Source: an optimization exercise on an open RTL-to-GDS flow (aim: small area, a short achievable clock period and few clock cycles per item). Production flows keep margins and buffers that such runs may drop. RTL that was checked went through simulation tests only; none was proved equivalent to the original. For run 2, only the layout was checked, not whether the RTL still works. Power and IR drop assume default switching activity.

==> flow/design.v <==
module crc32
    (
    input         clk,
    input         rst_n,
    input  [31:0] crc32_in,         
    input  [2:0]  crc32_nbytes,     
    input         crc32_valid_in,
    output [31:0] crc32_out
    );
    reg [31:0] crc;
    function [31:0] crc_byte(input [31:0] c, input [7:0] b);
        integer k;
        reg [31:0] r;
        begin
            r = c ^ {24'b0, b};
            for (k = 0; k < 8; k = k + 1)
                r = r[0] ? ((r >> 1) ^ 32'hEDB88320) : (r >> 1);
            crc_byte = r;
        end
    endfunction
    wire [31:0] c1 = crc_byte(crc, crc32_in[7:0]);
    wire [31:0] c2 = crc_byte(c1,  crc32_in[15:8]);
    wire [31:0] c3 = crc_byte(c2,  crc32_in[23:16]);
    wire [31:0] c4 = crc_byte(c3,  crc32_in[31:24]);
    always @(posedge clk)
        if (!rst_n)
            crc <= 32'hFFFFFFFF;
        else if (crc32_valid_in)
            case (crc32_nbytes)
                3'd1:    crc <= c1;
                3'd2:    crc <= c2;
                3'd3:    crc <= c3;
                default: crc <= c4;
            endcase
    assign crc32_out = ~crc;
endmodule
module sdht
    (
    input  [9:0]  match_pos_in,
    output [12:0] sdht_data_merged,
    output [3:0]  sdht_valid_bits
    );
    wire [9:0] m = match_pos_in;    
    reg  [4:0] code;
    reg  [3:0] nex;
    reg  [7:0] ext;
    always @(*) begin
        casez (m)
            10'b1?????????: begin code = {4'd9, m[8]}; nex = 4'd8; ext = m[7:0];        end
            10'b01????????: begin code = {4'd8, m[7]}; nex = 4'd7; ext = {1'b0, m[6:0]}; end
            10'b001???????: begin code = {4'd7, m[6]}; nex = 4'd6; ext = {2'b0, m[5:0]}; end
            10'b0001??????: begin code = {4'd6, m[5]}; nex = 4'd5; ext = {3'b0, m[4:0]}; end
            10'b00001?????: begin code = {4'd5, m[4]}; nex = 4'd4; ext = {4'b0, m[3:0]}; end
            10'b000001????: begin code = {4'd4, m[3]}; nex = 4'd3; ext = {5'b0, m[2:0]}; end
            10'b0000001???: begin code = {4'd3, m[2]}; nex = 4'd2; ext = {6'b0, m[1:0]}; end
            10'b00000001??: begin code = {4'd2, m[1]}; nex = 4'd1; ext = {7'b0, m[0]};   end
            default:        begin code = m[4:0];       nex = 4'd0; ext = 8'd0;            end
        endcase
    end
    wire [4:0] rev5 = {code[0], code[1], code[2], code[3], code[4]};
    assign sdht_data_merged = {ext, rev5};
    assign sdht_valid_bits  = 4'd5 + nex;
endmodule
module word_merge64(
    input             clock,
    input             reset,
    input             in_valid,
    input             in_last,
    input             in_align,
    input      [6:0]  in_size,
    input      [63:0] in_data,
    output reg        out_valid,
    output reg        out_last,
    output reg [63:0] out_data,
    output reg [31:0] total_bits
);
reg [63:0] acc;
reg [5:0]  acc_len;
reg        flush;
wire [127:0] merged = {64'b0, acc} | ({64'b0, in_data} << acc_len);
wire [7:0]   sum    = acc_len + in_size;
wire [2:0]   pad    = in_align ? (3'd0 - sum[2:0]) : 3'd0;
wire [7:0]   tot    = sum + pad;
wire         full   = tot[7] | tot[6];
always @(posedge clock)
    if (reset) begin
        acc        <= 64'b0;
        acc_len    <= 6'd0;
        flush      <= 1'b0;
        out_valid  <= 1'b0;
        out_last   <= 1'b0;
        total_bits <= 32'd0;
    end else begin
        out_valid <= 1'b0;
        out_last  <= 1'b0;
        flush     <= 1'b0;
        if (flush) begin
            out_valid <= 1'b1;
            out_last  <= 1'b1;
            out_data  <= acc;
            acc       <= 64'b0;
            acc_len   <= 6'd0;
        end else if (in_valid) begin
            total_bits <= total_bits + in_size + pad;
            acc_len    <= tot[5:0];
            if (full) begin
                out_valid <= 1'b1;
                out_data  <= merged[63:0];
                acc       <= merged[127:64];
                out_last  <= in_last & (tot[5:0] == 6'd0);
                flush     <= in_last & (tot[5:0] != 6'd0);
            end else begin
                acc       <= merged[63:0];
                flush     <= in_last & (tot[5:0] != 6'd0);
            end
        end
    end
endmodule
module sliteral
    (
    input  [7:0] literal_in,
    output [8:0] sliteral_data,
    output [3:0] sliteral_valid_bits
    );
    wire       nine = literal_in >= 8'd144;
    wire [7:0] c8   = literal_in + 8'd48;
    wire [8:0] rev9 = {literal_in[0], literal_in[1], literal_in[2], literal_in[3],
                       literal_in[4], literal_in[5], literal_in[6], literal_in[7], 1'b1};
    wire [8:0] rev8 = {1'b0, c8[0], c8[1], c8[2], c8[3], c8[4], c8[5], c8[6], c8[7]};
    assign sliteral_data       = nine ? rev9 : rev8;
    assign sliteral_valid_bits = nine ? 4'd9 : 4'd8;
endmodule
module slength
    (
    input  [6:0]  match_length_in,
    output [9:0]  slength_data_out,
    output [3:0]  slength_valid_bits
    );
    reg [4:0] sym;       
    reg [2:0] ext;       
    reg [1:0] nex;       
    reg [6:0] m;
    always @(*) begin
        m = match_length_in - 7'd3;
        if (match_length_in <= 7'd10) begin
            sym = m[4:0] + 5'd1; ext = 3'd0; nex = 2'd0;
        end else if (match_length_in <= 7'd18) begin
            m = match_length_in - 7'd11;
            sym = 5'd9 + m[2:1]; ext = {2'b0, m[0]}; nex = 2'd1;
        end else if (match_length_in <= 7'd34) begin
            m = match_length_in - 7'd19;
            sym = 5'd13 + m[3:2]; ext = {1'b0, m[1:0]}; nex = 2'd2;
        end else begin
            m = match_length_in - 7'd35;
            sym = 5'd17 + m[4:3]; ext = m[2:0]; nex = 2'd3;
        end
    end
    wire [6:0] rev7 = {sym[0], sym[1], sym[2], sym[3], sym[4], 2'b00};
    assign slength_data_out   = {ext, rev7};    
    assign slength_valid_bits = 4'd7 + nex;
endmodule
module lz77_encoder
    (
    input             clk,
    input             rst_n,
    input             nx_grp,       
    input             nx_bnd,       
    input      [15:0] nx_g,         
    input      [1:0]  nx_act,       
    input             nx_shift,     
    input             nx_v,         
    output reg        r_grp,
    output reg        r_bnd,
    output reg [1:0]  r_act,
    output reg [1:0]  r_end,        
    output reg [13:0] r_len,        
    output reg [19:0] r_pos,        
    output reg [31:0] r_x           
    );
    localparam N = 1024;
    reg        t_grp, t_bnd, t_shift;
    reg [15:0] t_g;
    reg [1:0]  t_act;
    reg        t_v;
    reg [8*N-1:0] H;
    reg [N-1:0]   E0, E1;
    reg [N-1:0]   alive;
    reg [6:0]     Lcur;
    reg [511:0]   th;               
    always @(posedge clk)
        if (!rst_n) begin
            t_grp <= 1'b0; t_bnd <= 1'b0; t_shift <= 1'b0;
        end else begin
            t_grp <= nx_grp; t_bnd <= nx_bnd; t_shift <= nx_shift & nx_grp;
        end
    always @(posedge clk) begin
        t_g   <= nx_g;
        t_act <= nx_act;
        t_v   <= nx_v;
    end
    wire [8*N-1:0] HD = t_shift ? {H[8*(N-2)-1:0], t_g[7:0], t_g[15:8]} : H;
    always @(posedge clk)
        H <= HD;
    always @(posedge clk)
        if (!rst_n)       th <= 512'd0;
        else if (t_shift) th <= {th[510:0], 1'b1};
    genvar p, j;
    generate
        for (j = 0; j < 2; j = j + 1) begin : lane
            wire [7:0] b = nx_g[8*j+7:8*j];
            wire [N-1:0] eq;
            for (p = 0; p < N; p = p + 1) begin : pe
                if (p < j)
                    assign eq[p] = (b == nx_g[8*(j-p-1)+7:8*(j-p-1)]) | ~nx_act[j];
                else
                    assign eq[p] = (b == HD[8*(p-j)+7:8*(p-j)]) | ~nx_act[j];
            end
        end
    endgenerate
    always @(posedge clk) begin
        E0 <= lane[0].eq;
        E1 <= lane[1].eq;
    end
    wire [N-1:0] en0, en1;
    generate
        for (p = 0; p < N; p = p + 1) begin : env
            assign en0[p] = th[p >> 1];
            if (p < 1) assign en1[p] = 1'b1; else assign en1[p] = th[(p-1) >> 1];
        end
    endgenerate
    wire [N-1:0] P1  = alive & E0;
    wire [N-1:0] P2  = P1 & E1;
    wire [N-1:0] c01 = en0 & E1;
    wire [9:0] i0, i1;
    wire       f0, f1;
    priority_enc pe0 (.A_IN(alive), .P(i0), .F(f0));
    priority_enc pe1 (.A_IN(P1),    .P(i1), .F(f1));
    wire gA0 = |P1, gA1 = |P2;
    wire g01 = |c01;
    wire M0 = (Lcur == 7'd65);
    wire M1 = (Lcur == 7'd64);
    wire mx0 = M0;
    wire mx1 = t_act[0] ? M1 : M0;
    wire e0 = t_act[0] & (~gA0 | mx0);
    wire e1 = t_act[1] & (e0 ? ~g01 : (~gA1 | mx1));
    wire [6:0] L1 = t_act[0] ? (e0 ? 7'd0 : Lcur + 7'd1) : Lcur;
    wire [6:0] Lc = t_act[1] ? (e1 ? 7'd0 : L1 + 7'd1) : L1;
    wire [N-1:0] alive_next = e1 ? en1 : e0 ? c01 : P2;
    wire [N-1:0] en_v = t_v ? en1 : en0;
    always @(posedge clk)
        if (!rst_n) begin
            alive <= {N{1'b0}};
            Lcur  <= 7'd0;
        end else if (t_grp) begin
            alive <= alive_next;
            Lcur  <= Lc;
        end else if (t_bnd) begin
            alive <= en_v;
            Lcur  <= 7'd0;
        end
    always @(posedge clk)
        if (!rst_n) begin
            r_grp <= 1'b0;
            r_bnd <= 1'b0;
        end else begin
            r_grp <= t_grp;
            r_bnd <= t_bnd;
        end
    always @(posedge clk) begin
        r_act <= t_act;
        r_end <= {e1, e0};
        r_len <= {L1, Lcur};
        r_pos <= {i1, i0};
        r_x   <= {t_g, H[7:0], H[15:8]};
    end
endmodule
module huffman_encoder
    (
    input             clk,
    input             rst_n,
    input             i_grp,         
    input             i_bnd,         
    input             i_spc,         
    input      [3:0]  i_act,
    input      [3:0]  i_end,
    input      [27:0] i_len,
    input      [39:0] i_pos,
    input      [47:0] i_x,
    input      [1:0]  i_v,
    input             i_eob,         
    input             i_hdr,         
    input             i_bfinal,      
    input             i_align,       
    input             i_last,
    input      [63:0] i_sdata,       
    input      [6:0]  i_slen,        
    output reg        o_valid,
    output reg [63:0] o_data,
    output reg [6:0]  o_size,
    output reg        o_align,
    output reg        o_last
    );
    wire [8:0] lc [0:5];
    wire [3:0] ll [0:5];
    genvar k;
    generate
        for (k = 0; k < 6; k = k + 1) begin : lit
            sliteral sl (.literal_in(i_x[8*k+7:8*k]), .sliteral_data(lc[k]), .sliteral_valid_bits(ll[k]));
        end
    endgenerate
    wire [3:0] on;
    wire [7:0] cls;               
    wire [3:0] big;
    generate
        for (k = 0; k < 4; k = k + 1) begin : lon
            assign on[k]  = i_grp ? (i_act[k] & i_end[k]) : (i_bnd & (i_v == k));
            assign big[k] = on[k] & (i_len[7*k +: 7] >= 7'd3);
            assign cls[2*k+1:2*k] = (i_len[7*k +: 7] >= 7'd3) ? 2'd3 : i_len[7*k +: 2];
        end
    endgenerate
    reg [6:0] Ls;
    reg [9:0] Ps;
    always @(*) begin
        Ls = i_len[6:0];  Ps = i_pos[9:0];
        if (big[1]) begin Ls = i_len[13:7];  Ps = i_pos[19:10]; end
        if (big[2]) begin Ls = i_len[20:14]; Ps = i_pos[29:20]; end
        if (big[3]) begin Ls = i_len[27:21]; Ps = i_pos[39:30]; end
    end
    wire [9:0]  lcode;  wire [3:0] llen;
    wire [12:0] dcode;  wire [3:0] dlen;
    slength slen_i (.match_length_in(Ls), .slength_data_out(lcode), .slength_valid_bits(llen));
    sdht    sdst_i (.match_pos_in(Ps),    .sdht_data_merged(dcode), .sdht_valid_bits(dlen));
    reg [22:0] ld;
    always @(*)
        case (llen)
            4'd10:   ld = {dcode, lcode};
            4'd9:    ld = {1'b0, dcode, lcode[8:0]};
            4'd8:    ld = {2'b0, dcode, lcode[7:0]};
            default: ld = {3'b0, dcode, lcode[6:0]};
        endcase
    wire [4:0] ldlen = llen + dlen;
    wire [9:0] bsfx  = i_eob ? (i_hdr ? {1'b0, 1'b1, i_bfinal, 7'b0} : 10'b0) : {7'b0, 1'b0, 1'b1, i_bfinal};
    wire [3:0] bslen = i_eob ? (i_hdr ? 4'd10 : 4'd7) : 4'd3;
    reg        a_valid, a_grp, a_spc, a_align, a_last;
    reg [3:0]  a_on;
    reg [7:0]  a_cls;
    reg [8:0]  a_lc0, a_lc1, a_lc2, a_lc3, a_lc4, a_lc5;
    reg [3:0]  a_ll0, a_ll1, a_ll2, a_ll3, a_ll4, a_ll5;
    reg [22:0] a_ld;
    reg [4:0]  a_ldlen;
    reg [9:0]  a_bsfx;
    reg [3:0]  a_bslen;
    reg [63:0] a_sdata;
    reg [6:0]  a_slen;
    always @(posedge clk)
        if (!rst_n) a_valid <= 1'b0;
        else        a_valid <= i_grp | i_bnd | i_spc;
    always @(posedge clk) begin
        a_grp <= i_grp; a_spc <= i_spc; a_align <= i_align; a_last <= i_last;
        a_on <= on; a_cls <= cls;
        a_lc0 <= lc[0]; a_lc1 <= lc[1]; a_lc2 <= lc[2]; a_lc3 <= lc[3]; a_lc4 <= lc[4]; a_lc5 <= lc[5];
        a_ll0 <= ll[0]; a_ll1 <= ll[1]; a_ll2 <= ll[2]; a_ll3 <= ll[3]; a_ll4 <= ll[4]; a_ll5 <= ll[5];
        a_ld <= ld; a_ldlen <= ldlen;
        a_bsfx <= bsfx; a_bslen <= bslen;
        a_sdata <= i_sdata; a_slen <= i_slen;
    end
    wire [8:0] lcs [0:5];
    wire [3:0] lls [0:5];
    assign lcs[0] = a_lc0; assign lcs[1] = a_lc1; assign lcs[2] = a_lc2;
    assign lcs[3] = a_lc3; assign lcs[4] = a_lc4; assign lcs[5] = a_lc5;
    assign lls[0] = a_ll0; assign lls[1] = a_ll1; assign lls[2] = a_ll2;
    assign lls[3] = a_ll3; assign lls[4] = a_ll4; assign lls[5] = a_ll5;
    reg [32:0] lane_code [0:3];
    reg [5:0]  lane_len  [0:3];
    reg [22:0] pre;
    reg [4:0]  plen;
    reg [9:0]  sfx;
    reg [3:0]  sl;
    integer j;
    always @(*) begin
        for (j = 0; j < 4; j = j + 1) begin
            case (a_cls[2*j +: 2])
                2'd3: begin pre = a_ld; plen = a_ldlen; end
                2'd2: begin
                        pre  = {14'b0, lcs[j]} | ({14'b0, lcs[j+1]} << lls[j]);
                        plen = lls[j] + lls[j+1];
                      end
                2'd1: begin pre = {14'b0, lcs[j+1]}; plen = {1'b0, lls[j+1]}; end
                default: begin pre = 23'd0; plen = 5'd0; end
            endcase
            if (a_grp) begin
                sfx = {1'b0, lcs[j+2]}; sl = lls[j+2];
            end else begin
                sfx = a_bsfx; sl = a_bslen;
            end
            if (a_on[j]) begin
                lane_code[j] = {10'b0, pre} | ({23'b0, sfx} << plen);
                lane_len[j]  = plen + sl;
            end else begin
                lane_code[j] = 33'd0;
                lane_len[j]  = 6'd0;
            end
        end
        if (a_spc) begin
            lane_code[0] = {1'b0, a_sdata[31:0]};
            lane_len[0]  = (a_slen > 7'd32) ? 6'd32 : a_slen[5:0];
            lane_code[1] = {1'b0, a_sdata[63:32]};
            lane_len[1]  = (a_slen > 7'd32) ? (a_slen[5:0] - 6'd32) : 6'd0;
            lane_code[2] = 33'd0; lane_len[2] = 6'd0;
            lane_code[3] = 33'd0; lane_len[3] = 6'd0;
        end
    end
    reg        b_valid, b_align, b_last;
    reg [32:0] b_code0, b_code1, b_code2, b_code3;
    reg [5:0]  b_len0, b_len1, b_len2, b_len3;
    always @(posedge clk)
        if (!rst_n) b_valid <= 1'b0;
        else        b_valid <= a_valid;
    always @(posedge clk) begin
        b_align <= a_align; b_last <= a_last;
        b_code0 <= lane_code[0]; b_len0 <= lane_len[0];
        b_code1 <= lane_code[1]; b_len1 <= lane_len[1];
        b_code2 <= lane_code[2]; b_len2 <= lane_len[2];
        b_code3 <= lane_code[3]; b_len3 <= lane_len[3];
    end
    reg        c_valid, c_align, c_last;
    reg [63:0] c_lo, c_hi;
    reg [6:0]  c_llo, c_lhi;
    always @(posedge clk)
        if (!rst_n) c_valid <= 1'b0;
        else        c_valid <= b_valid;
    always @(posedge clk) begin
        c_align <= b_align; c_last <= b_last;
        c_lo  <= {31'b0, b_code0} | ({31'b0, b_code1} << b_len0);
        c_llo <= b_len0 + b_len1;
        c_hi  <= {31'b0, b_code2} | ({31'b0, b_code3} << b_len2);
        c_lhi <= b_len2 + b_len3;
    end
    always @(posedge clk)
        if (!rst_n) o_valid <= 1'b0;
        else        o_valid <= c_valid;
    always @(posedge clk) begin
        o_align <= c_align; o_last <= c_last;
        o_data  <= c_lo | (c_hi << c_llo);
        o_size  <= c_llo + c_lhi;
    end
endmodule
module priority_enc
    (
    input  [1023:0] A_IN,
    output [9:0]    P,
    output          F
    );
    function [1:0] top4(input [3:0] v);
        top4 = v[3] ? 2'd3 : v[2] ? 2'd2 : v[1] ? 2'd1 : 2'd0;
    endfunction
    wire [255:0] v1;  wire [511:0] i1;
    wire [63:0]  v2;  wire [255:0] i2;
    wire [15:0]  v3;  wire [95:0]  i3;
    wire [3:0]   v4;  wire [31:0]  i4;
    genvar g;
    generate
        for (g = 0; g < 256; g = g + 1) begin : l1
            assign v1[g] = |A_IN[4*g+3:4*g];
            assign i1[2*g+1:2*g] = top4(A_IN[4*g+3:4*g]);
        end
        for (g = 0; g < 64; g = g + 1) begin : l2
            wire [1:0] s = top4(v1[4*g+3:4*g]);
            reg  [1:0] lo;
            always @(*)
                case (s)
                    2'd0: lo = i1[8*g+1:8*g];
                    2'd1: lo = i1[8*g+3:8*g+2];
                    2'd2: lo = i1[8*g+5:8*g+4];
                    default: lo = i1[8*g+7:8*g+6];
                endcase
            assign v2[g] = |v1[4*g+3:4*g];
            assign i2[4*g+3:4*g] = {s, lo};
        end
        for (g = 0; g < 16; g = g + 1) begin : l3
            wire [1:0] s = top4(v2[4*g+3:4*g]);
            reg  [3:0] lo;
            always @(*)
                case (s)
                    2'd0: lo = i2[16*g+3:16*g];
                    2'd1: lo = i2[16*g+7:16*g+4];
                    2'd2: lo = i2[16*g+11:16*g+8];
                    default: lo = i2[16*g+15:16*g+12];
                endcase
            assign v3[g] = |v2[4*g+3:4*g];
            assign i3[6*g+5:6*g] = {s, lo};
        end
        for (g = 0; g < 4; g = g + 1) begin : l4
            wire [1:0] s = top4(v3[4*g+3:4*g]);
            reg  [5:0] lo;
            always @(*)
                case (s)
                    2'd0: lo = i3[24*g+5:24*g];
                    2'd1: lo = i3[24*g+11:24*g+6];
                    2'd2: lo = i3[24*g+17:24*g+12];
                    default: lo = i3[24*g+23:24*g+18];
                endcase
            assign v4[g] = |v3[4*g+3:4*g];
            assign i4[8*g+7:8*g] = {s, lo};
        end
    endgenerate
    wire [1:0] s5 = top4(v4);
    reg  [7:0] lo5;
    always @(*)
        case (s5)
            2'd0: lo5 = i4[7:0];
            2'd1: lo5 = i4[15:8];
            2'd2: lo5 = i4[23:16];
            default: lo5 = i4[31:24];
        endcase
    assign P = {s5, lo5};
    assign F = |v4;
endmodule
module srl_fifo
#(
    parameter WIDTH = 32,
    parameter DEPTH_LOG = 2
)
(
    input                  clock,
    input                  reset,
    input                  push,
    input      [WIDTH-1:0] din,
    output                 full,
    input                  pop,
    output     [WIDTH-1:0] dout,
    output                 empty,
    output [DEPTH_LOG:0]   count
);
localparam DEPTH = 1 << DEPTH_LOG;
reg [WIDTH-1:0]     mem [0:DEPTH-1];
reg [DEPTH_LOG-1:0] wr_ptr, rd_ptr;
reg [DEPTH_LOG:0]   cnt;
reg                 empty_r;
wire do_push = push & ~full;
wire do_pop  = pop & ~empty;
always @(posedge clock)
    if (do_push) mem[wr_ptr] <= din;
always @(posedge clock)
    if (reset) begin
        wr_ptr  <= 0;
        rd_ptr  <= 0;
        cnt     <= 0;
        empty_r <= 1'b1;
    end else begin
        if (do_push) wr_ptr <= wr_ptr + 1'b1;
        if (do_pop)  rd_ptr <= rd_ptr + 1'b1;
        if (do_push & ~do_pop) begin
            cnt     <= cnt + 1'b1;
            empty_r <= 1'b0;
        end else if (~do_push & do_pop) begin
            cnt     <= cnt - 1'b1;
            empty_r <= (cnt == 1);
        end
    end
assign dout  = mem[rd_ptr];
assign empty = empty_r;
assign full  = cnt[DEPTH_LOG];
assign count = cnt;
endmodule
module gzip_top
    #(
        parameter OUT_FIFO_LOG = 4
    )
    (
    input          clk,
    input          rst_n,
    input          wr_en_fifo_in,
    input  [31:0]  din_fifo_in,
    input          rd_en_fifo_out,
    input          rev_endianess_in,
    input  [1:0]   btype_in,
    output [127:0] debug_reg,
    output         full_in_fifo,
    output [31:0]  dout_out_fifo_32,
    output reg     last_out_fifo_32,
    output         empty_out_fifo,
    output         irq
    );
    wire [31:0] din_mux = rev_endianess_in ?
        {din_fifo_in[7:0], din_fifo_in[15:8], din_fifo_in[23:16], din_fifo_in[31:24]} : din_fifo_in;
    wire [31:0] w;
    wire        fin_empty;
    wire        fin_pop;
    wire [2:0]  fin_count;
    srl_fifo #(.WIDTH(32), .DEPTH_LOG(2)) fifo_in_i0 (
        .clock(clk), .reset(!rst_n),
        .push(wr_en_fifo_in), .din(din_mux), .full(full_in_fifo),
        .pop(fin_pop), .dout(w), .empty(fin_empty), .count(fin_count)
    );
    localparam S_HDR  = 3'd0,
               S_DATA = 3'd1,
               S_TAIL = 3'd2,
               S_FIN  = 3'd3,
               S_TRL  = 3'd4,
               S_DONE = 3'd5;
    reg [2:0]  st;
    reg [1:0]  btype;
    reg        first_blk;
    reg        bfinal;
    reg [15:0] R;               
    reg [1:0]  o;               
    reg [31:0] cg;              
    reg        cgp;             
    reg [31:0] isize;
    reg [23:0] block_size;
    reg        block_size_error;
    reg        btype_error;
    reg        gzip_done;
    wire fixed  = (btype == 2'b01);
    wire ostall;                
    wire [2:0] n   = (R >= 16'd4) ? 3'd4 : R[2:0];
    wire [3:0] on4 = {2'b0, o} + {1'b0, n};
    wire       wrap = on4[2];   
    reg [31:0] rot;
    always @(*)
        case (o)
            2'd0: rot = w;
            2'd1: rot = {w[23:0], w[31:24]};
            2'd2: rot = {w[15:0], w[31:16]};
            default: rot = {w[7:0], w[31:8]};
        endcase
    wire [3:0] below = (o == 2'd0) ? 4'b0000 : (o == 2'd1) ? 4'b0001 : (o == 2'd2) ? 4'b0011 : 4'b0111;
    wire [31:0] grp = {below[3] ? cg[31:24] : rot[31:24], below[2] ? cg[23:16] : rot[23:16],
                       below[1] ? cg[15:8]  : rot[15:8],  below[0] ? cg[7:0]    : rot[7:0]};
    wire [3:0] upto = wrap ? 4'b1111 :
                      (on4[1:0] == 2'd1) ? 4'b0001 : (on4[1:0] == 2'd2) ? 4'b0011 : 4'b0111;
    wire [3:0] act_data = upto & ~(cgp ? below : 4'b0000);
    reg        nx_grp, nx_bnd, nx_shift, nx_spc, nx_eob, nx_hdr, nx_bf, nx_align, nx_last, nx_trl;
    reg [31:0] nx_g;
    reg [3:0]  nx_act;
    reg [63:0] nx_sdata;
    reg [6:0]  nx_slen;
    reg        pop;
    reg [2:0]  st_n;
    wire [31:0] hdr = w;
    wire        hdr_bf = hdr[24];
    wire [15:0] hdr_len = hdr[15:0];
    always @(*) begin
        nx_grp = 1'b0; nx_bnd = 1'b0; nx_shift = 1'b0; nx_spc = 1'b0;
        nx_eob = 1'b0; nx_hdr = 1'b0; nx_bf = 1'b0; nx_align = 1'b0; nx_last = 1'b0; nx_trl = 1'b0;
        nx_g = cg; nx_act = 4'b0000;
        nx_sdata = 64'd0; nx_slen = 7'd0;
        pop = 1'b0;
        st_n = st;
        if (!ostall && q_take)
            case (st)
                S_HDR:
                    if (!fin_empty) begin
                        pop = 1'b1;
                        st_n = S_DATA;
                        nx_hdr = 1'b1;
                        nx_bf = hdr_bf;
                        if (fixed) begin
                            nx_bnd = 1'b1;
                            nx_eob = !first_blk;
                        end else begin
                            nx_spc = 1'b1;
                            nx_sdata = {24'd0, ~hdr_len, hdr_len, 7'd0, hdr_bf};
                            nx_slen = 7'd40;
                        end
                    end
                S_DATA:
                    if (!fin_empty) begin
                        pop = 1'b1;
                        if (fixed) begin
                            nx_grp = 1'b1;
                            nx_g = grp;
                            nx_act = act_data;
                            nx_shift = wrap;
                        end else begin
                            nx_spc = 1'b1;
                            nx_sdata = {32'd0, w & (n == 3'd1 ? 32'h000000ff : n == 3'd2 ? 32'h0000ffff :
                                                     n == 3'd3 ? 32'h00ffffff : 32'hffffffff)};
                            nx_slen = {n, 3'b000};
                        end
                        if (R == {13'd0, n}) begin
                            if (fixed && wrap && on4[1:0] != 2'd0) st_n = S_TAIL;
                            else if (bfinal)                         st_n = fixed ? S_FIN : S_TRL;
                            else                                     st_n = S_HDR;
                        end
                    end
                S_TAIL: begin
                        nx_grp = 1'b1;
                        nx_g = cg;
                        nx_act = below;
                        st_n = bfinal ? S_FIN : S_HDR;
                    end
                S_FIN: begin
                        nx_bnd = 1'b1;
                        nx_eob = 1'b1;
                        nx_align = 1'b1;
                        st_n = S_TRL;
                    end
                S_TRL: begin
                        nx_spc = 1'b1;
                        nx_trl = 1'b1;
                        nx_last = 1'b1;
                        nx_slen = 7'd64;
                        st_n = S_DONE;
                    end
                default: ;
            endcase
    end
    assign fin_pop = pop;
    always @(posedge clk)
        if (!rst_n) btype <= 2'b00;
        else        btype <= btype_in;
    always @(posedge clk)
        if (!rst_n) begin
            st <= S_HDR;
            first_blk <= 1'b1;
            bfinal <= 1'b0;
            R <= 16'd0;
            o <= 2'd0;
            cgp <= 1'b0;
            isize <= 32'd0;
            block_size <= 24'd0;
            block_size_error <= 1'b0;
            gzip_done <= 1'b0;
        end else begin
            st <= st_n;
            if (st == S_HDR && pop) begin
                first_blk <= 1'b0;
                bfinal <= hdr_bf;
                R <= hdr_len;
                isize <= isize + hdr_len;
                block_size <= hdr[23:0];
                if (fixed ? (hdr[23:0] > 24'd1024) : (hdr[23:0] > 24'd65536))
                    block_size_error <= 1'b1;
            end
            if (st == S_DATA && pop) begin
                R <= R - n;
                if (fixed) begin
                    o <= on4[1:0];
                    cgp <= !wrap;
                end
            end
            if (st == S_TAIL && !ostall && q_take)
                cgp <= 1'b1;
            if (nx_trl)
                gzip_done <= 1'b1;
        end
    always @(posedge clk)
        if (st == S_DATA && pop)
            cg <= wrap ? rot : grp;
    always @(posedge clk)
        if (!rst_n)                                         btype_error <= 1'b0;
        else if ((btype != 2'b01) && (btype != 2'b00))      btype_error <= 1'b1;
    reg        crc_v;
    reg [31:0] crc_w;
    reg [2:0]  crc_n;
    wire [31:0] crc32_out;
    always @(posedge clk)
        if (!rst_n) crc_v <= 1'b0;
        else        crc_v <= (st == S_DATA) && pop;
    always @(posedge clk) begin
        crc_w <= w;
        crc_n <= n;
    end
    crc32 crc32_i0 (.clk(clk), .rst_n(rst_n), .crc32_in(crc_w), .crc32_nbytes(crc_n),
                    .crc32_valid_in(crc_v), .crc32_out(crc32_out));
    reg        q_grp, q_bnd, q_shift, q_spc, q_eob, q_hdr, q_bf, q_align, q_last, q_trl;
    reg [31:0] q_g;
    reg [3:0]  q_act;
    reg [1:0]  q_v;
    reg [63:0] q_sdata;
    reg [6:0]  q_slen;
    wire       q_take;              
    always @(posedge clk)
        if (!rst_n) begin
            q_grp <= 1'b0; q_bnd <= 1'b0; q_spc <= 1'b0; q_shift <= 1'b0;
        end else if (q_take) begin
            q_grp <= nx_grp; q_bnd <= nx_bnd; q_spc <= nx_spc; q_shift <= nx_shift & nx_grp;
        end
    always @(posedge clk)
        if (q_take) begin
            q_eob <= nx_eob; q_hdr <= nx_hdr; q_bf <= nx_bf; q_align <= nx_align;
            q_last <= nx_last; q_trl <= nx_trl; q_g <= nx_g; q_act <= nx_act; q_v <= o;
            q_sdata <= nx_sdata; q_slen <= nx_slen;
        end
    reg  sp_half;                   
    wire emitA = q_grp & (|q_act[1:0]) & ~sp_half;
    wire emitB = q_grp & (|q_act[3:2]);
    assign q_take = ~(emitA & emitB);
    always @(posedge clk)
        if (!rst_n) sp_half <= 1'b0;
        else        sp_half <= emitA & emitB;
    reg        p_grp, p_bnd, p_shift, p_spc, p_eob, p_hdr, p_bf, p_align, p_last, p_trl;
    reg [15:0] p_g;
    reg [1:0]  p_act;
    reg        p_v;
    reg [63:0] p_sdata;
    reg [6:0]  p_slen;
    always @(posedge clk)
        if (!rst_n) begin
            p_grp <= 1'b0; p_bnd <= 1'b0; p_spc <= 1'b0; p_shift <= 1'b0;
        end else begin
            p_grp   <= q_grp;
            p_bnd   <= q_bnd;
            p_spc   <= q_spc;
            p_shift <= emitA ? q_act[1] : q_act[3];
        end
    always @(posedge clk) begin
        p_eob <= q_eob; p_hdr <= q_hdr; p_bf <= q_bf; p_align <= q_align;
        p_last <= q_last; p_trl <= q_trl; p_v <= q_v[0];
        p_sdata <= q_sdata; p_slen <= q_slen;
        p_g   <= (emitA | (~q_grp & ~q_v[1])) ? q_g[15:0] : q_g[31:16];
        p_act <= emitA ? q_act[1:0] : q_act[3:2];
    end
    wire        m_grp, m_bnd;
    wire [1:0]  m_act, m_end;
    wire [13:0] m_len;
    wire [19:0] m_pos;
    wire [31:0] m_x;
    lz77_encoder lz77_enc (
        .clk(clk), .rst_n(rst_n),
        .nx_grp(p_grp), .nx_bnd(p_bnd & p_eob), .nx_g(p_g), .nx_act(p_act),
        .nx_shift(p_shift), .nx_v(p_v),
        .r_grp(m_grp), .r_bnd(m_bnd), .r_act(m_act), .r_end(m_end),
        .r_len(m_len), .r_pos(m_pos), .r_x(m_x)
    );
    reg        a_bnd, a_spc, a_eob, a_hdr, a_bf, a_align, a_last, a_trl;
    reg        a_v;
    reg [63:0] a_sdata;
    reg [6:0]  a_slen;
    reg        b_bnd, b_spc, b_eob, b_hdr, b_bf, b_align, b_last, b_trl;
    reg        b_v;
    reg [63:0] b_sdata;
    reg [6:0]  b_slen;
    always @(posedge clk)
        if (!rst_n) begin
            a_bnd <= 1'b0; a_spc <= 1'b0;
            b_bnd <= 1'b0; b_spc <= 1'b0;
        end else begin
            a_bnd <= p_bnd; a_spc <= p_spc;
            b_bnd <= a_bnd;  b_spc <= a_spc;
        end
    always @(posedge clk) begin
        a_eob <= p_eob; a_hdr <= p_hdr; a_bf <= p_bf; a_align <= p_align;
        a_last <= p_last; a_trl <= p_trl; a_v <= p_v; a_sdata <= p_sdata; a_slen <= p_slen;
        b_eob <= a_eob; b_hdr <= a_hdr; b_bf <= a_bf; b_align <= a_align;
        b_last <= a_last; b_trl <= a_trl; b_v <= a_v; b_slen <= a_slen;
        b_sdata <= a_trl ? {isize, crc32_out} : a_sdata;
    end
    wire        h_valid, h_align, h_last;
    wire [63:0] h_data;
    wire [6:0]  h_size;
    huffman_encoder huff_enc_i0 (
        .clk(clk), .rst_n(rst_n),
        .i_grp(m_grp), .i_bnd(b_bnd), .i_spc(b_spc),
        .i_act({2'b00, m_act}), .i_end({2'b00, m_end}), .i_len({14'd0, m_len}),
        .i_pos({20'd0, m_pos}), .i_x({16'd0, m_x}),
        .i_v({1'b0, b_v}), .i_eob(b_eob), .i_hdr(b_hdr), .i_bfinal(b_bf), .i_align(b_align),
        .i_last(b_last), .i_sdata(b_sdata), .i_slen(b_slen),
        .o_valid(h_valid), .o_data(h_data), .o_size(h_size), .o_align(h_align), .o_last(h_last)
    );
    wire        wm_valid, wm_last;
    wire [63:0] wm_data;
    wire [31:0] output_size;
    word_merge64 word_merge_i0 (
        .clock(clk), .reset(!rst_n),
        .in_valid(h_valid), .in_last(h_last), .in_align(h_align), .in_size(h_size), .in_data(h_data),
        .out_valid(wm_valid), .out_last(wm_last), .out_data(wm_data), .total_bits(output_size)
    );
    wire                  empty_out_fifo_64;
    wire [63:0]           dout_out_fifo_64;
    wire                  out_last_fifo_64;
    wire [OUT_FIFO_LOG:0] ofifo_count;
    wire                  rd_en_fifo_out_64;
    reg                   dout_out_fifo_64_toggle;
    reg  [31:0]           dout_fifo_out_mux;
    srl_fifo #(.WIDTH(65), .DEPTH_LOG(OUT_FIFO_LOG)) fifo_out_i0 (
        .clock(clk), .reset(!rst_n),
        .push(wm_valid), .din({wm_last, wm_data}), .full(),
        .pop(rd_en_fifo_out_64), .dout({out_last_fifo_64, dout_out_fifo_64}),
        .empty(empty_out_fifo_64), .count(ofifo_count)
    );
    assign ostall = ofifo_count > ((1 << OUT_FIFO_LOG) - 10);
    always @(posedge clk)
        if (!rst_n)              dout_out_fifo_64_toggle <= 1'b0;
        else if (rd_en_fifo_out) dout_out_fifo_64_toggle <= ~dout_out_fifo_64_toggle;
    wire [31:0] dout_sel = dout_out_fifo_64_toggle ? dout_out_fifo_64[63:32] : dout_out_fifo_64[31:0];
    always @(posedge clk)
        if (rd_en_fifo_out)
            dout_fifo_out_mux <= rev_endianess_in ?
                {dout_sel[7:0], dout_sel[15:8], dout_sel[23:16], dout_sel[31:24]} : dout_sel;
    always @(posedge clk)
        last_out_fifo_32 <= rd_en_fifo_out & dout_out_fifo_64_toggle & out_last_fifo_64;
    assign empty_out_fifo    = empty_out_fifo_64;
    assign rd_en_fifo_out_64 = dout_out_fifo_64_toggle & rd_en_fifo_out;
    assign dout_out_fifo_32  = dout_fifo_out_mux;
    assign debug_reg = {output_size, block_size, crc32_out, isize, 5'b0, gzip_done, btype_error, block_size_error};
    assign irq = gzip_done;
endmodule
==> flow/run.sh <==
#!/bin/bash
# synth_recipe.tcl (not shown) runs the flow's synth.tcl, then flattens the netlist and writes it again
# the make line also repeats each setting of config.mk as NAME=value (left out here)
make -C /OpenROAD-flow-scripts/flow DESIGN_CONFIG=/design/flow/config.mk WORK_HOME=/design/flow/orfs CLKGATE_MAP_FILE= SYNTH_SCRIPT=/design/flow/synth_recipe.tcl finish
==> flow/config.mk <==
export PLATFORM = sky130hd
export DESIGN_NAME = gzip_top
export DESIGN_NICKNAME = gzip_top
export VERILOG_FILES = /design/flow/design.v
export SDC_FILE = /design/flow/constraint.sdc
export NUM_CORES = 8
export LEC_CHECK = 0
export ABC_CLOCK_PERIOD_IN_PS = 5000
export CAP_MARGIN = 20
export CORE_MARGIN = 2
export CORE_UTILIZATION = 45
export SETUP_SLACK_MARGIN = 3
export SLEW_MARGIN = 20
export SYNTH_MEMORY_MAX_BITS = 16384
==> flow/constraint.sdc <==
create_clock -name core_clock -period 9.0 [get_ports {clk}]
set_input_delay 1.8000 -clock core_clock [delete_from_list [all_inputs] [get_ports {clk}]]
set_output_delay 1.8000 -clock core_clock [all_outputs]
set_load 0.01 [all_outputs]
==> report_table.html, run 1 <==
<table>
<tr><th>Metric</th><th>Value</th></tr>
<tr><th colspan="2">Drt</th></tr>
<tr><td>Drt initial violations</td><td>75850</td></tr>
<tr><td>First-pass iteration count of the detailed router</td><td>7</td></tr>
<tr><td>Count of nets left with antenna violations after detail routing</td><td>0</td></tr>
<tr><td>Detailed-route wire length per cell</td><td>37.92 um</td></tr>
<tr><td>Vias</td><td>596600</td></tr>
<tr><td>Residual DRC</td><td>0</td></tr>
<tr><td>Avg Vias per Cell</td><td>5.967</td></tr>
<tr><td>Overall routed net length</td><td>3792000 um</td></tr>
<tr><th colspan="2">STA</th></tr>
<tr><td>Worst Skew</td><td>0.1380 ns</td></tr>
<tr><td>Minimum setup slack in the final design</td><td>2.385 ns</td></tr>
<tr><td>Period utilization</td><td>0.7349</td></tr>
<tr><td>Worst slew margin relative to its limit</td><td>-0.07007</td></tr>
<tr><td>Number of failing hold endpoints at the final stage</td><td>0</td></tr>
<tr><td>Slew at the pin closest to its max-slew limit</td><td>1.605 ns</td></tr>
<tr><td>Final number of max-transition violations</td><td>60</td></tr>
<tr><td>Summed negative setup slack over all endpoints</td><td>0 ns</td></tr>
<tr><td>Max Clock Freq</td><td>151.2 MHz</td></tr>
<tr><td>Number of setup violations in the final report</td><td>0</td></tr>
<tr><td>Setup repair after global routing missed its margin</td><td>yes</td></tr>
<tr><td>Post-layout minimum cycle time</td><td>6.615 ns</td></tr>
<tr><th colspan="2">Placement</th></tr>
<tr><td>Port-buffer cells</td><td>197</td></tr>
<tr><td>HPWL after detailed placement</td><td>2900000 um</td></tr>
<tr><td>Setup slack after placement</td><td>0.7041 ns</td></tr>
<tr><td>Placement Cell Area</td><td>0.7592 mm^2</td></tr>
<tr><td>Number of placed cells counting well taps</td><td>95950</td></tr>
<tr><td>Final Wtd Congestion</td><td>1.122</td></tr>
<tr><th colspan="2">Clocking</th></tr>
<tr><td>CTS sink count</td><td>14130</td></tr>
<tr><td>Clock buffers created by TritonCTS</td><td>1649</td></tr>
<tr><td>Worst-Skew Late Latency</td><td>1.47 ns</td></tr>
<tr><td>CTS tree</td><td>done</td></tr>
<tr><td>Number of hold buffers added after cts</td><td>0</td></tr>
<tr><td>Clock Tree Buf Depth</td><td>6</td></tr>
<tr><td>Clock root cell</td><td>clkbuf_16</td></tr>
<tr><td>Clk pin slew, worst setup/hold paths</td><td>0.06 ns</td></tr>
<tr><td>Count of H-tree levels built during CTS</td><td>7</td></tr>
<tr><th colspan="2">Power and ir drop</th></tr>
<tr><td>Combinational cell fraction of total power</td><td>0.405</td></tr>
<tr><td>Register share of total power</td><td>0.292</td></tr>
<tr><td>Static leakage power</td><td>344.0 nW</td></tr>
<tr><td>Cell-internal power</td><td>138.0 mW</td></tr>
<tr><td>Worst IR Drop VDD</td><td>2.292 mV</td></tr>
<tr><td>Cell Pwr Density</td><td>283.5 mW/mm^2</td></tr>
<tr><td>Switching power of the nets</td><td>94.48 mW</td></tr>
<tr><td>Switching Share</td><td>0.4065</td></tr>
<tr><td>Share of power burned in the clock network</td><td>0.303</td></tr>
<tr><th colspan="2">Floorplanning</th></tr>
<tr><td>Die Width</td><td>1275 um</td></tr>
<tr><td>Initial Util</td><td>0.4513</td></tr>
<tr><td>Height of the chip</td><td>1275 um</td></tr>
<tr><td>Num ports</td><td>203</td></tr>
<tr><td>Row Count</td><td>466</td></tr>
<tr><td>Core area</td><td>1.610 mm^2</td></tr>
<tr><td>Overall die area</td><td>1.625 mm^2</td></tr>
<tr><th colspan="2">Setup path</th></tr>
<tr><td>Largest delay contributor family on the critical path</td><td>simple AND/OR/NAND/NOR gates</td></tr>
<tr><td>Startpoint of the lowest-slack register-to-register path</td><td>lz77_enc.E1[662]</td></tr>
<tr><td>Critical path fanouts, max</td><td>19</td></tr>
<tr><td>Endpoint of the worst register-to-register path</td><td>lz77_enc.alive[197]</td></tr>
<tr><td>CP peak stage delay</td><td>1.18 ns</td></tr>
<tr><td>Crit end category</td><td>flop</td></tr>
<tr><td>Endpoint arrival time on the critical path</td><td>7.92 ns</td></tr>
<tr><td>Cell repeated most along the worst path</td><td>buf_12</td></tr>
<tr><td>Crit path buf inv count</td><td>4</td></tr>
<tr><td>Cell breakdown of the critical path</td><td>o21ai_0 -&gt; nand4_1 -&gt; nor4_1 -&gt; nand4_1 -&gt; nor2_1 -&gt; nand3_1 -&gt; a21oi_4 -&gt; nand2b_4 -&gt; buf_12 -&gt; buf_16 -&gt; buf_12 -&gt; nor2_4 -&gt; buf_12 -&gt; a221oi_1 -&gt; nor3b_1</td></tr>
<tr><td>Critical setup path kind</td><td>reg -&gt; reg</td></tr>
<tr><td>Startpoint class of the critical path</td><td>flop</td></tr>
<tr><td>Number of cell instances on the worst register-to-register path</td><td>15</td></tr>
<tr><td>Data required time of the worst path</td><td>10.30 ns</td></tr>
<tr><td>Standard cell with the maximum stage delay on the critical path</td><td>nor4_1</td></tr>
<tr><td>Setup slack of the worst register-to-register path</td><td>2.39 ns</td></tr>
<tr><th colspan="2">Global route</th></tr>
<tr><td>Pin count of the biggest net entering global routing</td><td>139</td></tr>
<tr><td>Initial antenna violation count</td><td>965</td></tr>
<tr><td>Number of global-route vias before repair</td><td>546000</td></tr>
<tr><td>Global-route wire length before repair</td><td>4991000 um</td></tr>
<tr><td>Global routing usage summed across all routing layers</td><td>0.4459</td></tr>
<tr><td>Final global-route overflow total</td><td>0</td></tr>
<tr><th colspan="2">Layout</th></tr>
<tr><td>Filler Cell Count</td><td>150400</td></tr>
<tr><td>Net count, final</td><td>76300</td></tr>
<tr><td>Post-route cell area</td><td>0.8199 mm^2</td></tr>
<tr><td>Most common library cell in the layout ignoring fill and taps</td><td>xor2_1</td></tr>
<tr><td>Commonest cells after routing, fill and taps aside</td><td>14430 x xor2_1, 12630 x dfxtp_1, 9420 x mux2i_1</td></tr>
<tr><td>Proportion of layout cells with a drive suffix above 1</td><td>0.07900</td></tr>
<tr><td>Synth-to-layout area growth</td><td>12.85%</td></tr>
<tr><td>Post-route insts no fill</td><td>99980</td></tr>
<tr><th colspan="2">Synth</th></tr>
<tr><td>Cells taking the most area after synthesis</td><td>dfxtp_1 35%, xor2_1 17%, mux2i_1 13%</td></tr>
<tr><td>Main flop type after synthesis</td><td>dfxtp_1</td></tr>
<tr><td>Post-synthesis async set-or-reset flop share</td><td>0</td></tr>
<tr><td>Count of unique library cells instantiated by Yosys</td><td>98</td></tr>
<tr><td>Syn Std Cell Area</td><td>0.7265 mm^2</td></tr>
<tr><td>Yosys Warn Count</td><td>14</td></tr>
<tr><td>Count of flip-flops with a built-in enable after synthesis</td><td>1383</td></tr>
<tr><td>Syn Area/Cell</td><td>9.438 um^2</td></tr>
<tr><td>Post-synth top area share</td><td>0.3512</td></tr>
<tr><td>Sequential fraction of the synthesis area</td><td>0.4084</td></tr>
<tr><td>Number of cells produced by synthesis</td><td>76980</td></tr>
<tr><td>Post-synth top area cell</td><td>dfxtp_1</td></tr>
<tr><td>Yosys reg bits</td><td>14130</td></tr>
<tr><th colspan="2">Run status</th></tr>
<tr><td>Blocking Checks</td><td>capacitance limit, slew limit</td></tr>
<tr><td>Outcome</td><td>finished with violations</td></tr>
<tr><th colspan="2">Min path</th></tr>
<tr><td>Cells on Worst Hold Path</td><td>0</td></tr>
<tr><td>Capture endpoint of the worst hold path</td><td>huff_enc_i0.a_sdata[12]</td></tr>
<tr><td>Worst min-delay path class</td><td>reg -&gt; reg</td></tr>
<tr><td>Startpoint of the tightest hold check path</td><td>b_sdata[12]</td></tr>
<tr><th colspan="2">Run</th></tr>
<tr><td>Max-cap violations</td><td>3</td></tr>
</table>
-- power groups by stage --
stage          Clock (mW)  Sequential [mW]  Combinational [mW]
2_1_floorplan           0             67.1                62.5
3_5_place_dp            0             69.0                90.7
4_1_cts              70.9             67.6                91.5
3_3_place_gp            0             69.0                90.6
6_report             70.5             67.8                94.2
5_1_grt              73.2             67.7                95.8
-- per-stage QoR --
stage / total power, mW / util / hold WS, ns
after floorplan: 129.6 / - / 0.3096
after global placement: 159.6 / 0.4709 / 0.3096
after detailed placement: 159.7 / 0.4716 / 0.3121
after CTS: 230.0 / 0.5073 / 0.2945
after global routing: 236.7 / 0.5084 / 0.2991
final: 232.4 / 0.5093 / 0.2981
-- synthesized netlist by cell type (all sizes together) (177+ instances only) --
cell	number
mux2	177
edfxtp	1383
nand3	1389
inv	8870
mux2i	9428
xor2	14450
xnor2	2336
a221o	389
a22oi	371
o21ai	3721
nor4	293
buf	1735
clkbuf	3221
nor3	448
dfxtp	12750
a21oi	2122
nand2	2441
nand4	4607
nor2	3225
o211a	435
mux4	466
o221ai	341
-- layout make-up --
class | instances | area (um^2) | area share
timing repair buffer | 2477 | 24820 | 0.03027
clock buffer | 2305 | 47430 | 0.05785
antenna | 1014 | 2537 | 0.003095
sequential | 14130 | 296900 | 0.3622
clock inverter | 628 | 8140 | 0.009928
tap | 21530 | 26940 | 0.03285
inverter | 8877 | 33360 | 0.04069
multi-input combinational | 49020 | 379700 | 0.4632
-- layer usage --
metal	up-vias	wire length (um)	global-route usage
met5	-	1891	0
met4	262	307800	0.3159
met3	7518	371900	0.1233
met2	31990	1543000	0.6308
met1	298200	1567000	0.5844
li1	258600	-	-
-- logic make-up after synthesis --
logic type      after synthesis  synth area share
xor+xnor                  16790            0.2033
flops                     14130            0.4084
buf+inv                   13830           0.07178
simple gates              13190           0.09159
mux                       10070            0.1471
compound gates             8850           0.07583
fa+ha+maj                   112          0.002032
other cells                   2        0.00001034
-- worst max path at each step --
| stage | startpoint | to | cells after the start |
|---|---|---|---|
| floorplan | fifo_out_i0.cnt[4] | fifo_out_i0.mem[3][0] | 4 |
| global placement | lz77_enc.E1[935] | lz77_enc.alive[66] | 15 |
| detailed placement | lz77_enc.E1[935] | lz77_enc.alive[72] | 15 |
| CTS | lz77_enc.E1[935] | lz77_enc.alive[233] | 16 |
| global route | lz77_enc.E0[935] | lz77_enc.alive[956] | 17 |
| finish | lz77_enc.E1[662] | lz77_enc.alive[197] | 15 |
-- repair_timing --
action | 4_1_cts | 5_1_grt
pin swaps | 20 | 19
resized for setup | 110 | 52
gates cloned | 30 | 6
endpoints found under the setup margin | 1049 | 612
buffers inserted | 33 | 6
-- flip-flops by register name, indices dropped and copies added (netlist names), 33 cells and up, named ones only --
register                count
fifo_out_i0.mem          1040
huff_enc_i0.b_code0        33
lz77_enc.E1              1024
huff_enc_i0.a_sdata        64
word_merge_i0.out_data     64
huff_enc_i0.o_data         64
fifo_in_i0.mem            128
word_merge_i0.acc          64
b_sdata                    64
a_sdata                    40
lz77_enc.th               512
huff_enc_i0.b_code1        33
lz77_enc.E0              1024
p_sdata                    40
huff_enc_i0.c_lo           64
q_sdata                    40
lz77_enc.H               8192
lz77_enc.alive           1024
Testbench counts, summed over its fixed seeds: cycles 40,059, bytes 78,731.
==> run 2, diff against run 1 <==
--- a/flow/design.v
+++ b/flow/design.v
@@ -186,3 +186,2 @@
     reg [N-1:0]   E0, E1;
-    reg [N-1:0]   alive;
     reg [6:0]     Lcur;
@@ -200,5 +199,5 @@
     end
-    wire [8*N-1:0] HD = t_shift ? {H[8*(N-2)-1:0], t_g[7:0], t_g[15:8]} : H;
     always @(posedge clk)
-        H <= HD;
+        if (nx_grp & nx_shift)
+            H <= {H[8*(N-2)-1:0], nx_g[7:0], nx_g[15:8]};
     always @(posedge clk)
@@ -215,3 +214,3 @@
                 else
-                    assign eq[p] = (b == HD[8*(p-j)+7:8*(p-j)]) | ~nx_act[j];
+                    assign eq[p] = (b == H[8*(p-j)+7:8*(p-j)]) | ~nx_act[j];
             end
@@ -223,3 +222,7 @@
     end
-    wire [N-1:0] en0, en1;
+    reg sat2;
+    always @(posedge clk)
+        if (!rst_n)                  sat2 <= 1'b0;
+        else if (t_shift && th[511]) sat2 <= 1'b1;
+    wire [N-1:0] en0, en1, enm;
     generate
@@ -228,13 +231,22 @@
             if (p < 1) assign en1[p] = 1'b1; else assign en1[p] = th[(p-1) >> 1];
+            if (p < N-1) assign enm[p] = th[(p+1) >> 1]; else assign enm[p] = sat2;
         end
     endgenerate
-    wire [N-1:0] P1  = alive & E0;
-    wire [N-1:0] P2  = P1 & E1;
-    wire [N-1:0] c01 = en0 & E1;
+    reg [N-1:0] V0, V1;
+    reg [1:0]   S;
+    wire [N-1:0] V0e0  = V0 & E0;
+    wire [N-1:0] V1e0  = V1 & E0;
+    wire [N-1:0] Rme0  = enm & E0;
+    wire [N-1:0] E01   = E0 & E1;
+    wire [N-1:0] c01   = en0 & E1;
+    wire tV00 = |V0e0, tV01 = |(V0e0 & E1);
+    wire tV10 = |V1e0, tV11 = |(V1e0 & E1);
+    wire tR0  = |Rme0, tR1  = |(Rme0 & E1);
+    wire g01  = |c01;
+    wire gA0 = (S == 2'd0) ? tV00 : (S == 2'd1) ? tV10 : tR0;
+    wire gA1 = (S == 2'd0) ? tV01 : (S == 2'd1) ? tV11 : tR1;
     wire [9:0] i0, i1;
     wire       f0, f1;
-    priority_enc pe0 (.A_IN(alive), .P(i0), .F(f0));
-    priority_enc pe1 (.A_IN(P1),    .P(i1), .F(f1));
-    wire gA0 = |P1, gA1 = |P2;
-    wire g01 = |c01;
+    priority_enc pe0 (.A_IN(V0),   .P(i0), .F(f0));
+    priority_enc pe1 (.A_IN(V0e0), .P(i1), .F(f1));
     wire M0 = (Lcur == 7'd65);
@@ -247,3 +259,9 @@
     wire [6:0] Lc = t_act[1] ? (e1 ? 7'd0 : L1 + 7'd1) : L1;
-    wire [N-1:0] alive_next = e1 ? en1 : e0 ? c01 : P2;
+    reg [N-1:0] alive;
+    always @(*)
+        case (S)
+            2'd0:    alive = V0;
+            2'd1:    alive = V1;
+            default: alive = enm;
+        endcase
     wire [N-1:0] en_v = t_v ? en1 : en0;
@@ -251,12 +269,17 @@
         if (!rst_n) begin
-            alive <= {N{1'b0}};
-            Lcur  <= 7'd0;
+            V0   <= {N{1'b0}};
+            S    <= 2'd0;
+            Lcur <= 7'd0;
         end else if (t_grp) begin
-            alive <= alive_next;
-            Lcur  <= Lc;
+            V0   <= alive & E01;
+            S    <= e1 ? 2'd2 : e0 ? 2'd1 : 2'd0;
+            Lcur <= Lc;
         end else if (t_bnd) begin
-            alive <= en_v;
-            Lcur  <= 7'd0;
+            V0   <= en_v;
+            S    <= 2'd0;
+            Lcur <= 7'd0;
         end
     always @(posedge clk)
+        if (t_grp) V1 <= c01;
+    always @(posedge clk)
         if (!rst_n) begin
@@ -273,3 +296,3 @@
         r_pos <= {i1, i0};
-        r_x   <= {t_g, H[7:0], H[15:8]};
+        r_x   <= t_shift ? {t_g, H[23:16], H[31:24]} : {t_g, H[7:0], H[15:8]};
     end
--- a/flow/config.mk
+++ b/flow/config.mk
@@ -7,7 +7,9 @@
 export LEC_CHECK = 0
-export ABC_CLOCK_PERIOD_IN_PS = 5000
+export ABC_CLOCK_PERIOD_IN_PS = 4000
 export CAP_MARGIN = 20
 export CORE_MARGIN = 2
-export CORE_UTILIZATION = 45
-export SETUP_SLACK_MARGIN = 3
+export CORE_UTILIZATION = 50
+export CTS_CLUSTER_DIAMETER = 100
+export CTS_CLUSTER_SIZE = 30
+export SETUP_SLACK_MARGIN = 4
 export SLEW_MARGIN = 20
==> run 2 against run 1 <==
The flow now stops in 5_1_grt. Area after synthesis grew 5.1%. Synthesized cell count shrank 14%.
==> report_table.html, run 2 <==
<table>
<tr><th>Metric</th><th>Value</th></tr>
<tr><th colspan="2">Synth</th></tr>
<tr><td>Cell with the most instances after synthesis</td><td>xnor2_1</td></tr>
<tr><td>List of most frequent post-synthesis cells</td><td>16610 x xnor2_1, 10600 x edfxtp_1, 4911 x nand4_1, 4558 x dfxtp_1, 4153 x o21ai_0</td></tr>
<tr><td>Count of unique library cells instantiated by Yosys</td><td>95</td></tr>
<tr><td>Number of cells produced by synthesis</td><td>66320</td></tr>
<tr><td>Post-synth top area share</td><td>0.4170</td></tr>
<tr><td>Sequential fraction of the synthesis area</td><td>0.5365</td></tr>
<tr><td>Post-synthesis async set-or-reset flop share</td><td>0</td></tr>
<tr><td>Post-synth top area cell</td><td>edfxtp_1</td></tr>
<tr><td>Yosys Warn Count</td><td>14</td></tr>
<tr><td>Main flop type after synthesis</td><td>edfxtp_1</td></tr>
<tr><td>Cells taking the most area after synthesis</td><td>edfxtp_1 42%, xnor2_1 19%, dfxtp_1 12%</td></tr>
<tr><td>Yosys reg bits</td><td>15160</td></tr>
<tr><td>Count of flip-flops with a built-in enable after synthesis</td><td>10600</td></tr>
<tr><td>Syn Area/Cell</td><td>11.51 um^2</td></tr>
<tr><td>Syn Std Cell Area</td><td>0.7633 mm^2</td></tr>
<tr><th colspan="2">Clocking</th></tr>
<tr><td>Count of H-tree levels built during CTS</td><td>6</td></tr>
<tr><td>Clock root cell</td><td>clkbuf_16</td></tr>
<tr><td>Clock buffers created by TritonCTS</td><td>703</td></tr>
<tr><td>CTS sink count</td><td>15160</td></tr>
<tr><td>Clock Tree Buf Depth</td><td>5</td></tr>
<tr><th colspan="2">Floorplanning</th></tr>
<tr><td>Num ports</td><td>203</td></tr>
<tr><td>Height of the chip</td><td>1240 um</td></tr>
<tr><td>Initial Util</td><td>0.5016</td></tr>
<tr><td>Row Count</td><td>453</td></tr>
<tr><td>Die Width</td><td>1240 um</td></tr>
<tr><th colspan="2">Placement</th></tr>
<tr><td>Port-buffer cells</td><td>197</td></tr>
<tr><td>HPWL after detailed placement</td><td>4569000 um</td></tr>
<tr><td>Number of placed cells counting well taps</td><td>85900</td></tr>
<tr><td>Final Wtd Congestion</td><td>1.672</td></tr>
<tr><th colspan="2">Run status</th></tr>
<tr><td>First error</td><td>[ERROR GRT-0116] Global routing finished with congestion. Check the congestion regions in the DRC Viewer.</td></tr>
<tr><td>Outcome</td><td>did not finish</td></tr>
<tr><td>Failed at</td><td>5_1_grt</td></tr>
<tr><th colspan="2">Global route</th></tr>
<tr><td>Final global-route overflow total</td><td>18570</td></tr>
<tr><td>Global-route wire length before repair</td><td>8021000 um</td></tr>
<tr><td>Number of global-route vias before repair</td><td>689500</td></tr>
<tr><td>Global routing usage summed across all routing layers</td><td>0.7882</td></tr>
<tr><td>Pin count of the biggest net entering global routing</td><td>194</td></tr>
</table>
==> run 2: cell count changes after synthesis, sizes merged, moves of 1023 or more <==
cell,change
xor2,-14350
inv,-8407
mux2i,-7635
dfxtp,-8189
and2,+1023
xnor2,+14300
a21oi,-1061
edfxtp,+9216
==> run 2: logic make-up after synthesis <==
| kind of cell | share of synthesized area |
|---|---|
| and+or+nand+nor | 0.1121 |
| buffers and inverters | 0.02537 |
| AOI/OAI and AO/OA | 0.09056 |
| muxes | 0.04005 |
| other | 0.000009838 |
| DFF | 0.5365 |
| adders and majority gates | 0.001934 |
| xor gates and xnor gates | 0.1935 |
==> run 2: how the worst max path moves through the flow <==
stage,slack (ns),end,depth (start not counted),from
CTS,3.76,lz77_enc.Lcur[3],17,lz77_enc.V1[867]
detailed placement,1.42,lz77_enc.Lcur[3],16,lz77_enc.E0[992]
global placement,0.36,lz77_enc.r_pos[2],15,lz77_enc.V0[953]
floorplan,-48.08,lz77_enc.H[0],1,p_shift
==> run 2: timing repair <==
action                     in CTS
hold buffers                    0
resized for setup             635
cloned                          0
setup endpoints to repair     115
pin swaps                     124
setup buffers                 102
==> run 2: metal layers <==
layer / global-route usage / overflow
met5: 0.4037 / 108
met4: 0.7226 / 4356
met3: 0.6364 / 1165
met2: 0.9315 / 11780
met1: 0.8248 / 1169
==> run 2: power groups by stage <==
stage / clock (mW) / sequential [mW] / combinational [mW]
floorplan: 0 / 77.4 / 65.3
global placement: 0 / 78.4 / 82.6
detailed placement: 0 / 78.5 / 83.9
CTS: 41.2 / 76.9 / 86.7
==> run 2: per-stage QoR <==
| step | power [mW] | area (um^2) | utilization | hold slack [ns] | worst slack [ns] |
|---|---|---|---|---|---|
| 3_5_place_dp | 162.4 | 809700 | 0.5321 | 0.3121 | 1.420 |
| 2_1_floorplan | 142.7 | 763400 | - | 0.3096 | -48.08 |
| 3_3_place_gp | 161.0 | 806500 | 0.5300 | 0.3097 | 0.3593 |
| 4_1_cts | 204.8 | 837100 | 0.5501 | 0.3308 | 3.756 |
==> run 3, diff against run 2 <==
--- a/flow/design.v
+++ b/flow/design.v
@@ -176,3 +176,3 @@
     output reg [13:0] r_len,        
-    output reg [19:0] r_pos,        
+    output     [19:0] r_pos,        
     output reg [31:0] r_x           
@@ -249,4 +249,5 @@
     wire       f0, f1;
-    priority_enc pe0 (.A_IN(V0),   .P(i0), .F(f0));
-    priority_enc pe1 (.A_IN(V0e0), .P(i1), .F(f1));
+    priority_enc pe0 (.clk(clk), .A_IN(V0),   .P(i0), .F(f0));
+    priority_enc pe1 (.clk(clk), .A_IN(V0e0), .P(i1), .F(f1));
+    assign r_pos = {i1, i0};
     wire M0 = (Lcur == 7'd65);
@@ -257,4 +258,8 @@
     wire e1 = t_act[1] & (e0 ? ~g01 : (~gA1 | mx1));
-    wire [6:0] L1 = t_act[0] ? (e0 ? 7'd0 : Lcur + 7'd1) : Lcur;
-    wire [6:0] Lc = t_act[1] ? (e1 ? 7'd0 : L1 + 7'd1) : L1;
+    wire [6:0] Lp1 = Lcur + 7'd1;
+    wire [6:0] Lp2 = Lcur + 7'd2;
+    wire [6:0] L1  = e0 ? 7'd0 : (t_act[0] ? Lp1 : Lcur);
+    wire [6:0] Lc  = e1 ? 7'd0 :
+                     e0 ? {6'd0, t_act[1]} :
+                     (t_act[0] & t_act[1]) ? Lp2 : (t_act[0] | t_act[1]) ? Lp1 : Lcur;
     reg [N-1:0] alive;
@@ -295,3 +300,2 @@
         r_len <= {L1, Lcur};
-        r_pos <= {i1, i0};
         r_x   <= t_shift ? {t_g, H[23:16], H[31:24]} : {t_g, H[7:0], H[15:8]};
@@ -472,2 +476,3 @@
     (
+    input           clk,
     input  [1023:0] A_IN,
@@ -515,4 +520,12 @@
         end
+    endgenerate
+    reg [15:0] v3r;
+    reg [95:0] i3r;
+    always @(posedge clk) begin
+        v3r <= v3;
+        i3r <= i3;
+    end
+    generate
         for (g = 0; g < 4; g = g + 1) begin : l4
-            wire [1:0] s = top4(v3[4*g+3:4*g]);
+            wire [1:0] s = top4(v3r[4*g+3:4*g]);
             reg  [5:0] lo;
@@ -520,8 +533,8 @@
                 case (s)
-                    2'd0: lo = i3[24*g+5:24*g];
-                    2'd1: lo = i3[24*g+11:24*g+6];
-                    2'd2: lo = i3[24*g+17:24*g+12];
-                    default: lo = i3[24*g+23:24*g+18];
+                    2'd0: lo = i3r[24*g+5:24*g];
+                    2'd1: lo = i3r[24*g+11:24*g+6];
+                    2'd2: lo = i3r[24*g+17:24*g+12];
+                    default: lo = i3r[24*g+23:24*g+18];
                 endcase
-            assign v4[g] = |v3[4*g+3:4*g];
+            assign v4[g] = |v3r[4*g+3:4*g];
             assign i4[8*g+7:8*g] = {s, lo};
--- a/flow/config.mk
+++ b/flow/config.mk
@@ -8,3 +8,3 @@
 export ABC_CLOCK_PERIOD_IN_PS = 4000
-export CAP_MARGIN = 20
+export CAP_MARGIN = 40
 export CORE_MARGIN = 2
@@ -13,4 +13,4 @@
 export CTS_CLUSTER_SIZE = 30
-export SETUP_SLACK_MARGIN = 4
-export SLEW_MARGIN = 20
+export SETUP_SLACK_MARGIN = 4.5
+export SLEW_MARGIN = 40
 export SYNTH_MEMORY_MAX_BITS = 16384
==> run 3 against run 2 <==
Synthesized cell count increased by 0.71%. Area after synthesis increased by 0.53%. The run again fails in 5_1_grt.
==> report_table.html, run 3 <==
<table>
<tr><th>Metric</th><th>Value</th></tr>
<tr><th colspan="2">Synth</th></tr>
<tr><td>Cells taking the most area after synthesis</td><td>edfxtp_1 41%, xnor2_1 19%, dfxtp_1 12%</td></tr>
<tr><td>Yosys Warn Count</td><td>14</td></tr>
<tr><td>Share of the synthesized area in compound gates (AO/OA/AOI/OAI)</td><td>0.08585</td></tr>
<tr><td>Cell with the most instances after synthesis</td><td>xnor2_1</td></tr>
<tr><td>Post-Synth Simple-Gate Area</td><td>0.1159</td></tr>
<tr><td>Yosys reg bits</td><td>15360</td></tr>
<tr><td>Post-synthesis mux area share</td><td>0.04011</td></tr>
<tr><td>Largest family of logic cells by synthesized area</td><td>XOR/XNOR gates</td></tr>
<tr><td>Syn Area/Cell</td><td>11.49 um^2</td></tr>
<tr><td>Number of cells produced by synthesis</td><td>66800</td></tr>
<tr><td>List of most frequent post-synthesis cells</td><td>16620 x xnor2_1, 10600 x edfxtp_1, 4975 x nand4_1, 4760 x dfxtp_1, 4013 x o21ai_0</td></tr>
<tr><td>Synth Area in XOR/XNOR</td><td>0.1924</td></tr>
<tr><td>Post-synthesis async set-or-reset flop share</td><td>0</td></tr>
<tr><td>Post-synth top area share</td><td>0.4147</td></tr>
<tr><td>Main flop type after synthesis</td><td>edfxtp_1</td></tr>
<tr><td>Post-synth top area cell</td><td>edfxtp_1</td></tr>
<tr><td>Count of flip-flops with a built-in enable after synthesis</td><td>10600</td></tr>
<tr><td>Post-synthesis share of cell area spent on full adders, half adders and majority gates</td><td>0.001924</td></tr>
<tr><td>Sequential fraction of the synthesis area</td><td>0.5389</td></tr>
<tr><td>Syn Std Cell Area</td><td>0.7674 mm^2</td></tr>
<tr><td>Count of unique library cells instantiated by Yosys</td><td>93</td></tr>
<tr><th colspan="2">Floorplanning</th></tr>
<tr><td>Initial Util</td><td>0.5007</td></tr>
<tr><td>Num ports</td><td>203</td></tr>
<tr><td>Die Width</td><td>1243 um</td></tr>
<tr><td>Height of the chip</td><td>1243 um</td></tr>
<tr><td>Row Count</td><td>455</td></tr>
<tr><th colspan="2">Placement</th></tr>
<tr><td>Number of placed cells counting well taps</td><td>86350</td></tr>
<tr><td>HPWL after detailed placement</td><td>4437000 um</td></tr>
<tr><td>Port-buffer cells</td><td>197</td></tr>
<tr><td>Final Wtd Congestion</td><td>1.730</td></tr>
<tr><th colspan="2">Global route</th></tr>
<tr><td>Number of global-route vias before repair</td><td>686800</td></tr>
<tr><td>Final global-route overflow total</td><td>11720</td></tr>
<tr><td>Pin count of the biggest net entering global routing</td><td>174</td></tr>
<tr><td>Global-route wire length before repair</td><td>7941000 um</td></tr>
<tr><td>Global routing usage summed across all routing layers</td><td>0.7753</td></tr>
<tr><th colspan="2">Clocking</th></tr>
<tr><td>Number of hold buffers added after cts</td><td>0</td></tr>
<tr><td>Count of H-tree levels built during CTS</td><td>6</td></tr>
<tr><td>Clock buffers created by TritonCTS</td><td>702</td></tr>
<tr><td>CTS sink count</td><td>15360</td></tr>
<tr><td>Clock root cell</td><td>clkbuf_16</td></tr>
<tr><td>Clock Tree Buf Depth</td><td>5</td></tr>
<tr><th colspan="2">Run status</th></tr>
<tr><td>First error</td><td>[ERROR GRT-0116] Global routing finished with congestion. Check the congestion regions in the DRC Viewer.</td></tr>
<tr><td>Failed at</td><td>5_1_grt</td></tr>
<tr><td>Outcome</td><td>did not finish</td></tr>
</table>
## run 3: power groups by stage
stage / sequential, mW / combinational [mW] / clock (mW)
2_1_floorplan: 78.7 / 71.2 / 0
3_3_place_gp: 80.1 / 86.0 / 0
3_5_place_dp: 80.0 / 87.9 / 0
4_1_cts: 78.4 / 103 / 41.6
## run 3: repair_timing
action                     4_1_cts
pin swaps                      149
gates resized for setup        511
hold endpoints to repair         0
gates cloned                     3
setup endpoints to repair      345
buffers inserted               115
## run 3: cell families after synthesis
logic type,count (synthesis)
compound gates,9910
other cells,2
xor+xnor,16770
fa+ha+maj,112
buf+inv,5079
simple gates,17090
flops,15360
mux,2472
## run 3: through the flow
| step | hold WS [ns] | util | cell area [um^2] | worst slack, ns |
|---|---|---|---|---|
| detailed placement | 0.3121 | 0.5350 | 819800 | 2.519 |
| CTS | 0.2998 | 0.5525 | 846800 | 4.089 |
| floorplan | 0.3096 | - | 767400 | -48.08 |
| global placement | 0.3096 | 0.5282 | 809500 | 0.6733 |
## run 3: routing by layer
metal	overflow	GRT usage
met1	965	0.8187
met2	7360	0.9119
met3	1186	0.6245
met4	2158	0.6976
met5	55	0.4284
## run 3: worst min-delay path by stage
| stage | start | end | depth (start not counted) |
|---|---|---|---|
| floorplan | p_align | a_align | 0 |
| global placement | p_v | lz77_enc.t_v | 0 |
| CTS | huff_enc_i0.c_lo[23] | huff_enc_i0.o_data[23] | 0 |
| detailed placement | p_sdata[23] | a_sdata[23] | 0 |
Testbench counts of run 3, summed over its fixed seeds: cycles 40,059, bytes 78,731.

## port drivers added, routing unchanged
In the flow no input, the clock included, has a driving cell. The finished layout below was timed again as built, in two steps.
Step 1: set_driving_cell puts a clkbuf_16 on clk and a buf_2 on each other input, an assumption about the parent block.
Step 2 also shifts input and output timing later by t, the mid clock arrival at the registers, as if the neighbouring blocks saw the same clock.
a / b / c = ideal / step 1 / step 2; a / b = the first two.
run: run 1
t (ns): 1.623
slack for setup (ns): 2.385 / 2.385 / 2.385
hold slack, ns: 0.298 / 0.298 / 0.298
worst register clock-pin slew, ns: 0.07 / 0.07
worst data-port slew with drivers (ns): 0.11
For run 1, drivers alone change the setup slack by 0.000 ns; drivers and shift together by 0.000 ns.
